What follows belongs to an exercise in optimizing a design on an open flow for small area and a short achievable clock period; a production flow would make more cautious choices. No run shown here included a check of the RTL's function; only the layout flow was run.

## flow/design.v (module list and top-level ports; edited modules follow where they fit)
// module IEEE754_Mult: 1036 lines
// module fa: 4 lines
// module fax: 6 lines
// module x2: 3 lines
// module ao22: 3 lines
module IEEE754_Mult
(
	input clock,
	input resetn,
	input [31:0] a,
	input [31:0] b,
	output [31:0] y
);
  // ...
==> flow/flow/run.sh <==
#!/bin/bash
set -euo pipefail
bash standard.sh SETUP_SLACK_MARGIN=7 TNS_END_PERCENT=1 "BUFFER_PORTS_ARGS=-buffer_cell sky130_fd_sc_hd__buf_2"  finish > standard.log 2>&1
==> flow/standard.sh <==
#!/bin/bash
# synth_recipe.tcl (not shown) runs the flow's synth.tcl, then flattens the netlist and writes it again
# the make line also repeats each setting of config.mk as NAME=value (left out here)
make -C /OpenROAD-flow-scripts/flow DESIGN_CONFIG=/design/flow/config.mk WORK_HOME=/design/flow/orfs CLKGATE_MAP_FILE= SYNTH_SCRIPT=/design/flow/synth_recipe.tcl "${@:-finish}"
==> flow/config.mk <==
export PLATFORM = sky130hd
export DESIGN_NAME = IEEE754_Mult
export DESIGN_NICKNAME = IEEE754_Mult
export VERILOG_FILES = /design/flow/design.v
export SDC_FILE = /design/flow/constraint.sdc
export NUM_CORES = 4
export LEC_CHECK = 0
export CAP_MARGIN = 20
export CORE_MARGIN = 2
export CORE_UTILIZATION = 40
export CTS_BUF_LIST = sky130_fd_sc_hd__clkbuf_4 sky130_fd_sc_hd__clkbuf_8
export SETUP_SLACK_MARGIN = 5
export SLEW_MARGIN = 20
export SYNTH_HIERARCHICAL = 1
==> flow/constraint.sdc <==
create_clock -name core_clock -period 11.0 [get_ports {clock}]
set_input_delay 2.2000 -clock core_clock [delete_from_list [all_inputs] [get_ports {clock}]]
set_output_delay 2.2000 -clock core_clock [all_outputs]
set_load 0.01 [all_outputs]
==> impl_summary.txt, run 1 <==
----------------------------------------------------
[Die]
  N_taps ... 539
  Number of I/O pins ... 98
  Starting utilization of the core area ... 0.406
  Die Y ... 211 µm

[Clock network]
  Number of buffers inserted for hold repair after clock tree synthesis ... 0
  Post-CTS setup buffer count ... 9
  CTS buffer count ... 17
  Clock Root Buffer ... sky130_fd_sc_hd__clkbuf_8

[Hold path]
  Worst Hold Depth ... 0
  Hold path endpoint ... e2[4]$_DFF_P_

[GRT]
  Initial antenna violation count ... 0
  Grt met1 use ... 0.332

[Yosys]
  Share of the yosys chip area belonging to registers ... 0.133
  Share of the synthesized area in compound gates (AO/OA/AOI/OAI) ... 0.238
  Ys Warns ... 7
  Main flop type after synthesis ... sky130_fd_sc_hd__dfxtp_1
  Leading cell types by total area after synthesis ... sky130_fd_sc_hd__xor2_1 17%, sky130_fd_sc_hd__xnor2_1 15%, sky130_fd_sc_hd__dfxtp_1 13%
  Xor and xnor fraction of the mapped netlist area ... 0.321
  Number of enable flip-flop cells after synthesis ... 0

[Routing]
  Wire length after detailed routing ... 53.0 mm
  Met1 Wirelength ... 23.5 mm

[STA]
  Setup repair after global routing missed its margin ... yes
  Setup_tns ... 0 ns

[Worst setup path]
  Critical path, cell by cell ... a211oi_4 > o21ai_2 > o211ai_4 > xor2_4 > buf_12 > buf_8 > or3_4 > a21oi_2 > buf_2
  Length in cells of the worst reg-to-reg path ... 19

[Status]
  Outcome ... complete, no violations

[Final layout]
  Most common cell after layout, fill and taps aside ... sky130_fd_sc_hd__xor2_1
  Cell area after layout ... 18800 µm²
  Area Overhead vs Synth ... 9.76%
  Multi-input gate area ... 14100 µm²
  Highest-count cells in the layout ignoring fill and taps ... 326 x sky130_fd_sc_hd__xor2_1, 298 x sky130_fd_sc_hd__xnor2_1, 263 x sky130_fd_sc_hd__a22oi_1

[Place]
  Input/output buffers ... 97

----------------------------------------------------
==> module fax, before the edit <==
module fax (input a, input b, input c, output s, output co);
	wire t;
	x2 u0 (.a(a), .b(b), .y(t));
	x2 u1 (.a(t), .b(c), .y(s));
	ao22 u2 (.a(a), .b(b), .c(t), .d(c), .y(co));
endmodule
==> run 2, diff against run 1 <==
--- a/flow/design.v
+++ b/flow/design.v
@@ -423,17 +423,17 @@
 	fax us378 (.a(pp219), .b(pp243), .c(pp267), .s(s378), .co(c379));
 	wire s380, c381;
 	fax us380 (.a(ma[3]), .b(c315), .c(nn52), .s(s380), .co(c381));
 	wire s382, c383;
 	fax us382 (.a(pp76), .b(pp100), .c(pp124), .s(s382), .co(c383));
 	wire s384, c385;
 	fax us384 (.a(pp148), .b(pp172), .c(pp196), .s(s384), .co(c385));
 	wire s386, c387;
-	fa us386 (.a(pp220), .b(pp244), .c(pp268), .s(s386), .co(c387));
+	fax us386 (.a(pp220), .b(pp244), .c(pp268), .s(s386), .co(c387));
 	wire s388 = ~(ma[4] ^ pp77);
 	wire c389 = ma[4] | pp77;
 	wire s390, c391;
 	fax us390 (.a(pp101), .b(pp125), .c(pp149), .s(s390), .co(c391));
 	wire s392, c393;
 	fax us392 (.a(pp173), .b(pp197), .c(pp221), .s(s392), .co(c393));
 	wire s394 = pp245 ^ pp269;
 	wire c395 = pp245 & pp269;
@@ -475,17 +475,17 @@
 	wire c431 = pp86 & pp110;
 	wire s432, c433;
 	fa us432 (.a(bo[7]), .b(pp15), .c(pp39), .s(s432), .co(c433));
 	wire s434, c435;
 	fa us434 (.a(pp63), .b(pp87), .c(pp111), .s(s434), .co(c435));
 	wire s436 = pp135 ^ pp159;
 	wire c437 = pp135 & pp159;
 	wire s438, c439;
-	fax us438 (.a(pp16), .b(pp40), .c(pp64), .s(s438), .co(c439));
+	fa us438 (.a(pp16), .b(pp40), .c(pp64), .s(s438), .co(c439));
 	wire s440, c441;
 	fa us440 (.a(pp88), .b(pp112), .c(pp136), .s(s440), .co(c441));
 	wire s442 = pp160 ^ pp184;
 	wire c443 = pp160 & pp184;
 	wire s444, c445;
 	fa us444 (.a(pp41), .b(pp65), .c(pp89), .s(s444), .co(c445));
 	wire s446, c447;
 	fa us446 (.a(pp113), .b(pp137), .c(pp161), .s(s446), .co(c447));
@@ -597,17 +597,17 @@
 	fa us552 (.a(s418), .b(pp155), .c(pp179), .s(s552), .co(c553));
 	wire s554, c555;
 	fa us554 (.a(pp203), .b(pp227), .c(pp251), .s(s554), .co(c555));
 	wire s556, c557;
 	fax us556 (.a(pp275), .b(pp299), .c(c417), .s(s556), .co(c557));
 	wire s558, c559;
 	fa us558 (.a(ma[11]), .b(c419), .c(nn156), .s(s558), .co(c559));
 	wire s560, c561;
-	fa us560 (.a(pp180), .b(pp204), .c(pp228), .s(s560), .co(c561));
+	fax us560 (.a(pp180), .b(pp204), .c(pp228), .s(s560), .co(c561));
 	wire s562, c563;
 	fax us562 (.a(pp252), .b(pp276), .c(pp300), .s(s562), .co(c563));
 	wire s564 = ~(ma[12] ^ pp181);
 	wire c565 = ma[12] | pp181;
 	wire s566, c567;
 	fax us566 (.a(pp205), .b(pp229), .c(pp253), .s(s566), .co(c567));
 	wire s568 = pp277 ^ pp301;
 	wire c569 = pp277 & pp301;
@@ -653,17 +653,17 @@
 	fa us608 (.a(s430), .b(c425), .c(s428), .s(s608), .co(c609));
 	wire s610, c611;
 	fa us610 (.a(pp183), .b(c431), .c(s436), .s(s610), .co(c611));
 	wire s612, c613;
 	fa us612 (.a(c429), .b(s432), .c(s434), .s(s612), .co(c613));
 	wire s614, c615;
 	fa us614 (.a(c437), .b(s442), .c(c433), .s(s614), .co(c615));
 	wire s616, c617;
-	fax us616 (.a(c435), .b(s438), .c(s440), .s(s616), .co(c617));
+	fa us616 (.a(c435), .b(s438), .c(s440), .s(s616), .co(c617));
 	wire s618, c619;
 	fa us618 (.a(c443), .b(c439), .c(c441), .s(s618), .co(c619));
 	wire s620, c621;
 	fax us620 (.a(s444), .b(s446), .c(s448), .s(s620), .co(c621));
 	wire s622, c623;
 	fa us622 (.a(c445), .b(c447), .c(s450), .s(s622), .co(c623));
 	wire s624, c625;
 	fax us624 (.a(s452), .b(c449), .c(s454), .s(s624), .co(c625));
@@ -713,17 +713,17 @@
 	fax us668 (.a(c515), .b(s518), .c(s520), .s(s668), .co(c669));
 	wire s670, c671;
 	fax us670 (.a(c517), .b(s522), .c(c519), .s(s670), .co(c671));
 	wire s672, c673;
 	fax us672 (.a(c521), .b(s524), .c(s526), .s(s672), .co(c673));
 	wire s674, c675;
 	fax us674 (.a(s528), .b(c523), .c(c525), .s(s674), .co(c675));
 	wire s676, c677;
-	fa us676 (.a(c527), .b(s530), .c(s532), .s(s676), .co(c677));
+	fax us676 (.a(c527), .b(s530), .c(s532), .s(s676), .co(c677));
 	wire s678, c679;
 	fax us678 (.a(c529), .b(s534), .c(c531), .s(s678), .co(c679));
 	wire s680, c681;
 	fax us680 (.a(c533), .b(s536), .c(s538), .s(s680), .co(c681));
 	wire s682, c683;
 	fax us682 (.a(c535), .b(s540), .c(s542), .s(s682), .co(c683));
 	wire s684, c685;
 	fax us684 (.a(c537), .b(c539), .c(s544), .s(s684), .co(c685));
@@ -735,17 +735,17 @@
 	fa us690 (.a(c547), .b(c549), .c(s552), .s(s690), .co(c691));
 	wire s692, c693;
 	fa us692 (.a(s554), .b(c551), .c(s556), .s(s692), .co(c693));
 	wire s694, c695;
 	fa us694 (.a(s558), .b(c553), .c(c555), .s(s694), .co(c695));
 	wire s696, c697;
 	fax us696 (.a(s560), .b(s562), .c(c557), .s(s696), .co(c697));
 	wire s698, c699;
-	fa us698 (.a(c559), .b(s568), .c(c561), .s(s698), .co(c699));
+	fax us698 (.a(c559), .b(s568), .c(c561), .s(s698), .co(c699));
 	wire s700, c701;
 	fax us700 (.a(c563), .b(s564), .c(s566), .s(s700), .co(c701));
 	wire s702, c703;
 	fa us702 (.a(pp302), .b(c569), .c(c565), .s(s702), .co(c703));
 	wire s704, c705;
 	fa us704 (.a(c567), .b(s570), .c(s572), .s(s704), .co(c705));
 	wire s706, c707;
 	fa us706 (.a(pp279), .b(pp303), .c(s576), .s(s706), .co(c707));
@@ -791,17 +791,17 @@
 	fa us746 (.a(c599), .b(s602), .c(c601), .s(s746), .co(c747));
 	wire s748, c749;
 	fa us748 (.a(c603), .b(s606), .c(c605), .s(s748), .co(c749));
 	wire s750, c751;
 	fa us750 (.a(c607), .b(s610), .c(c609), .s(s750), .co(c751));
 	wire s752, c753;
 	fa us752 (.a(c611), .b(c613), .c(s614), .s(s752), .co(c753));
 	wire s754, c755;
-	fax us754 (.a(c615), .b(c617), .c(s618), .s(s754), .co(c755));
+	fa us754 (.a(c615), .b(c617), .c(s618), .s(s754), .co(c755));
 	wire s756, c757;
 	fax us756 (.a(c619), .b(s622), .c(c621), .s(s756), .co(c757));
 	wire s758, c759;
 	fax us758 (.a(c623), .b(s626), .c(c625), .s(s758), .co(c759));
 	wire s760, c761;
 	fax us760 (.a(c627), .b(s630), .c(c629), .s(s760), .co(c761));
 	wire s762, c763;
 	fax us762 (.a(c631), .b(s634), .c(c633), .s(s762), .co(c763));
@@ -1037,16 +1037,16 @@
 module fa (input a, input b, input c, output s, output co);
 	assign s = a ^ b ^ c;
 	assign co = (a & b) | (a & c) | (b & c);
 endmodule
 module fax (input a, input b, input c, output s, output co);
 	wire t;
 	x2 u0 (.a(a), .b(b), .y(t));
 	x2 u1 (.a(t), .b(c), .y(s));
-	ao22 u2 (.a(a), .b(b), .c(t), .d(c), .y(co));
+	mj3 u2 (.a(a), .b(b), .c(c), .y(co));
 endmodule
 module x2 (input a, input b, output y);
 	assign y = a ^ b;
 endmodule
-module ao22 (input a, input b, input c, input d, output y);
-	assign y = (a & b) | (c & d);
+module mj3 (input a, input b, input c, output y);
+	assign y = (a & b) | (a & c) | (b & c);
 endmodule
==> impl_summary.txt, run 2 <==
----------------------------------------------------
[Status]
  Outcome ... complete, no violations

[Final layout]
  Antenna cell count ... 0
  Core occupancy in the finished layout ... 0.443
  Most common cell after layout, fill and taps aside ... sky130_fd_sc_hd__xor2_1
  Highest-count cells in the layout ignoring fill and taps ... 328 x sky130_fd_sc_hd__xor2_1, 298 x sky130_fd_sc_hd__xnor2_1, 263 x sky130_fd_sc_hd__a22oi_1
  # fillers ... 4253
  Final Net Count ... 2186
  Number of flip-flops in the largest register ... 23
  Share of layout cells above drive strength 1 ... 0.194
  Top Registers ... ma: 23 flops, one: 12 flops, two: 12 flops
  Most flop-heavy register ... ma
  Area Overhead vs Synth ... 9.37%

[Worst setup path]
  Critical Path Sink Type ... output pin
  Launching instance or port of the critical path ... bg0$_DFF_P_
  Reg-to-Reg Start ... one[0]$_DFF_P_
  Largest fanout on the critical path ... 7
  Length in cells of the worst reg-to-reg path ... 13 (-6)
  Worst reg2reg path endpoint ... lp1$_DFF_P_
  Arrival time of data at the critical path endpoint ... 2.47 ns
  Worst Path Required ... 8.80 ns
  Setup slack of the worst register-to-register path ... 6.38 ns
  Capture point of the worst path ... y[0]
  Critical Path Start Type ... flip-flop
  Setup Crit Path Kind ... flip-flop to output pin

[Clock network]
  Level count of the clock H-tree ... 4
  Clock-pin slew reported for the worst setup and hold paths after clock tree synthesis ... 0.08 ns
  Number of buffers inserted for hold repair after clock tree synthesis ... 0 (unchanged)
  Clock tree from TritonCTS ... yes
  CTS buffer count ... 17 (unchanged)
  Number of buffers on the longest clock path ... 2
  Clock latency on the worst-skew pair ... 0.47 ns
  Clock Root Buffer ... sky130_fd_sc_hd__clkbuf_8
  Clk sinks ... 114

[Yosys]
  Leading cell types by count after synthesis ... 328 x sky130_fd_sc_hd__xor2_1, 299 x sky130_fd_sc_hd__xnor2_1, 263 x sky130_fd_sc_hd__a22oi_1, 150 x sky130_fd_sc_hd__maj3_2, 125 x sky130_fd_sc_hd__clkbuf_1
  Number of nets produced by synthesis ... 2154
  Cell accounting for the most synthesized area ... sky130_fd_sc_hd__xor2_1
  Leading cell types by total area after synthesis ... sky130_fd_sc_hd__xor2_1 16%, sky130_fd_sc_hd__xnor2_1 15%, sky130_fd_sc_hd__dfxtp_1 13%
  Library cell with the highest instance count after synthesis ... sky130_fd_sc_hd__xor2_1
  Post-synthesis cell count ... 1882
  Share of the yosys chip area belonging to registers ... 0.130 (-0.00291)
  Yosys cell types ... 54
  Ys Warns ... 7 (unchanged)
  Portion of synthesized cell area occupied by the leading cell type ... 0.164
  Flip-flop and latch count after synthesis ... 114
  Async set-reset flop share out of synthesis ... 0
  Main flop type after synthesis ... sky130_fd_sc_hd__dfxtp_1
  Number of enable flip-flop cells after synthesis ... 0 (unchanged)
  Synth Cell Area ... 17500 µm²
  Mean area per synthesized cell ... 9.30 µm²

[STA]
  Crit share post-route ... 0.425
  Number of endpoints with negative hold slack in the final report ... 0
  Maximum operating frequency ... 214 MHz
  Transition time at the pin with the least slew margin ... 0.972 ns
  Relative slew slack ... 0.351
  Clock period minus worst slack ... 4.67 ns
  Number of max-slew violations in the final report ... 0
  Setup_tns ... 0 ns (unchanged)
  Worst Skew ... 0.0277 ns
  Setup repair after global routing missed its margin ... yes
  # setup viols final ... 0

[GRT]
  Pin count of the biggest net entering global routing ... 41
  First-pass GRT wire length ... 82.1 mm
  Global-route usage over all layers ... 0.235
  Vias in the first global route ... 14.8k
  Total congestion overflow ... 0
  Initial antenna violation count ... 1 (+1)

[Hold path]
  Path class of the lowest-slack min-delay path ... flip-flop to flip-flop
  Startpoint of the lowest-slack hold path ... e1[0]$_DFF_P_

[Place]
  Input/output buffers ... 97 (unchanged)
  Detailed Place HPWL ... 35.5 mm
  Routability Congestion ... 0.887

[Routing]
  Wire length after detailed routing ... 52.7 mm (-0.58%)
  1st-pass router iterations ... 6
  DRC violation count after routing ... 0
  DRT antenna net count ... 0
  Vias post-DR ... 14.4k
  DRC violation total after the first TritonRoute iteration ... 1188
  Post-detailed-route via-to-cell ratio ... 5.71
  Average wire length per cell after detail routing ... 21.0 µm

[Die]
  DIE WIDTH ... 213 µm
  Die outline area ... 45400 µm²
  Core Box Area ... 43200 µm²
  Die Y ... 213 µm (+1.1%)
  Row count ... 76
  Starting utilization of the core area ... 0.405 (-0.000921)
  Number of I/O pins ... 98 (unchanged)

[Run]
  Count of maximum capacitance violations ... 0

----------------------------------------------------
[run 2: changes by cell type after synthesis]
cell and delta:
sky130_fd_sc_hd__a22o_1 -149, sky130_fd_sc_hd__fa_1 -1, sky130_fd_sc_hd__maj3_2 +150, sky130_fd_sc_hd__xor2_1 +2
[run 2: per-stage QoR]
step                      hold slack [ns]  std cells  instance area, µm²  setup slack, ns
final                               0.334       2512               19100             6.33
after global routing                0.342       2512               19100             6.18
after CTS                           0.334       2512               19100             6.29
after detailed placement            0.312       2471               18600             6.38
after global placement              0.311       2471               18600             6.41
after floorplan                     0.310       1882               17500             6.95
[run 2: metal layers]
| metal | routed length (µm) | vias to the layer above | global-route usage |
|---|---|---|---|
| li1 | - | 6586 | - |
| met2 | 24300 | 619 | 0.382 |
| met5 | 0 | - | 0 |
| met1 | 22500 | 7032 | 0.305 |
| met3 | 4380 | 117 | 0.0500 |
| met4 | 1580 | 0 | 0.0922 |
[run 2: worst min-delay path by stage]
| stage | cells past startpoint | endpoint | slack, ns |
|---|---|---|---|
| floorplan | 0 | e2[0]$_DFF_P_ | 0.31 |
| global placement | 0 | e2[0]$_DFF_P_ | 0.31 |
| detailed placement | 0 | e2[5]$_DFF_P_ | 0.31 |
| CTS | 0 | e2[0]$_DFF_P_ | 0.33 |
| global route | 0 | e2[2]$_DFF_P_ | 0.34 |
| finish | 0 | e2[0]$_DFF_P_ | 0.33 |
[run 2: cells by family (layout without fill, tap and decap cells)]
| group | count (synthesis) | in the layout | share of synthesized area |
|---|---|---|---|
| XOR/XNOR | 628 | 628 | 0.315 |
| AO/OA/AOI/OAI | 385 | 385 | 0.158 |
| adder cells (fa/ha/maj) | 356 | 356 | 0.292 |
| buffers and inverters | 221 | 266 | 0.0494 |
| AND/OR/NAND/NOR | 173 | 173 | 0.0524 |
| flip-flops | 114 | 114 | 0.130 |
| multiplexers | 5 | 5 | 0.00315 |
[run 2: final cells by class]
| type | instances | area [µm²] | share of cell area |
|---|---|---|---|
| Sequential cell | 114 | 2290 | 0.120 |
| Timing Repair Buffer | 162 | 1020 | 0.0534 |
| Clock inverter | 15 | 171 | 0.00896 |
| Tap cell | 585 | 732 | 0.0382 |
| Clock buffer | 17 | 234 | 0.0122 |
| Multi-Input combinational cell | 1547 | 14400 | 0.753 |
| Inverter | 72 | 270 | 0.0141 |
[run 2: worst max-delay path, stage by stage (launching register included)]
cell and delay [ns]:
sky130_fd_sc_hd__dfxtp_4 0.37, sky130_fd_sc_hd__a211oi_4 0.29, sky130_fd_sc_hd__o21ai_2 0.12, sky130_fd_sc_hd__o211ai_4 0.14, sky130_fd_sc_hd__xor2_4 0.38, sky130_fd_sc_hd__buf_12 0.16, sky130_fd_sc_hd__buf_4 0.13, sky130_fd_sc_hd__nor2_1 0.05
sky130_fd_sc_hd__a211oi_2 0.21, sky130_fd_sc_hd__buf_2 0.16
[run 2: Yosys stat by module (local to each module, per instance), excerpt]
| module | cells | area, µm² |
|---|---|---|
| fa | 1 | 20.0 |
| mj3 | 1 | 11.3 |
| x2 | 1 | 8.76 |
| IEEE754_Mult | 1326 | 11100 |
[run 2: what timing repair did]
action                                  CTS  global route
pin swaps                                 4             0
endpoints found under the setup margin   52            58
gates cloned                              1             0
gates resized for setup                  16             6
setup buffers                             8             0

==> separate check: timing with driven ports <==
The flow's constraints put no driver on any port. The routed layouts listed below were extracted and timed again, unchanged, in two steps.
Step 1 (the two cells are an assumption about what drives the block):
set clk [get_ports {clock}]
set_driving_cell -lib_cell sky130_fd_sc_hd__clkbuf_16 $clk
set_driving_cell -lib_cell sky130_fd_sc_hd__buf_2 [delete_from_list [all_inputs] $clk]
Step 2 times the ports against the registers' clock, not the clock port: input delays grow and output delays shrink by t, the midpoint of the rising clock arrivals with the driver on.
a / b / c = no drivers / after step 1 / after step 2; a / b = the first two.
run	shift t [ns]	setup slack, ns	worst setup path at the end
run 1	0.500	6.294 / 6.249 / 6.533	register to register
run 2	0.504	6.326 / 6.281 / 6.377	register to register
After both steps setup and hold are still met in every run listed.
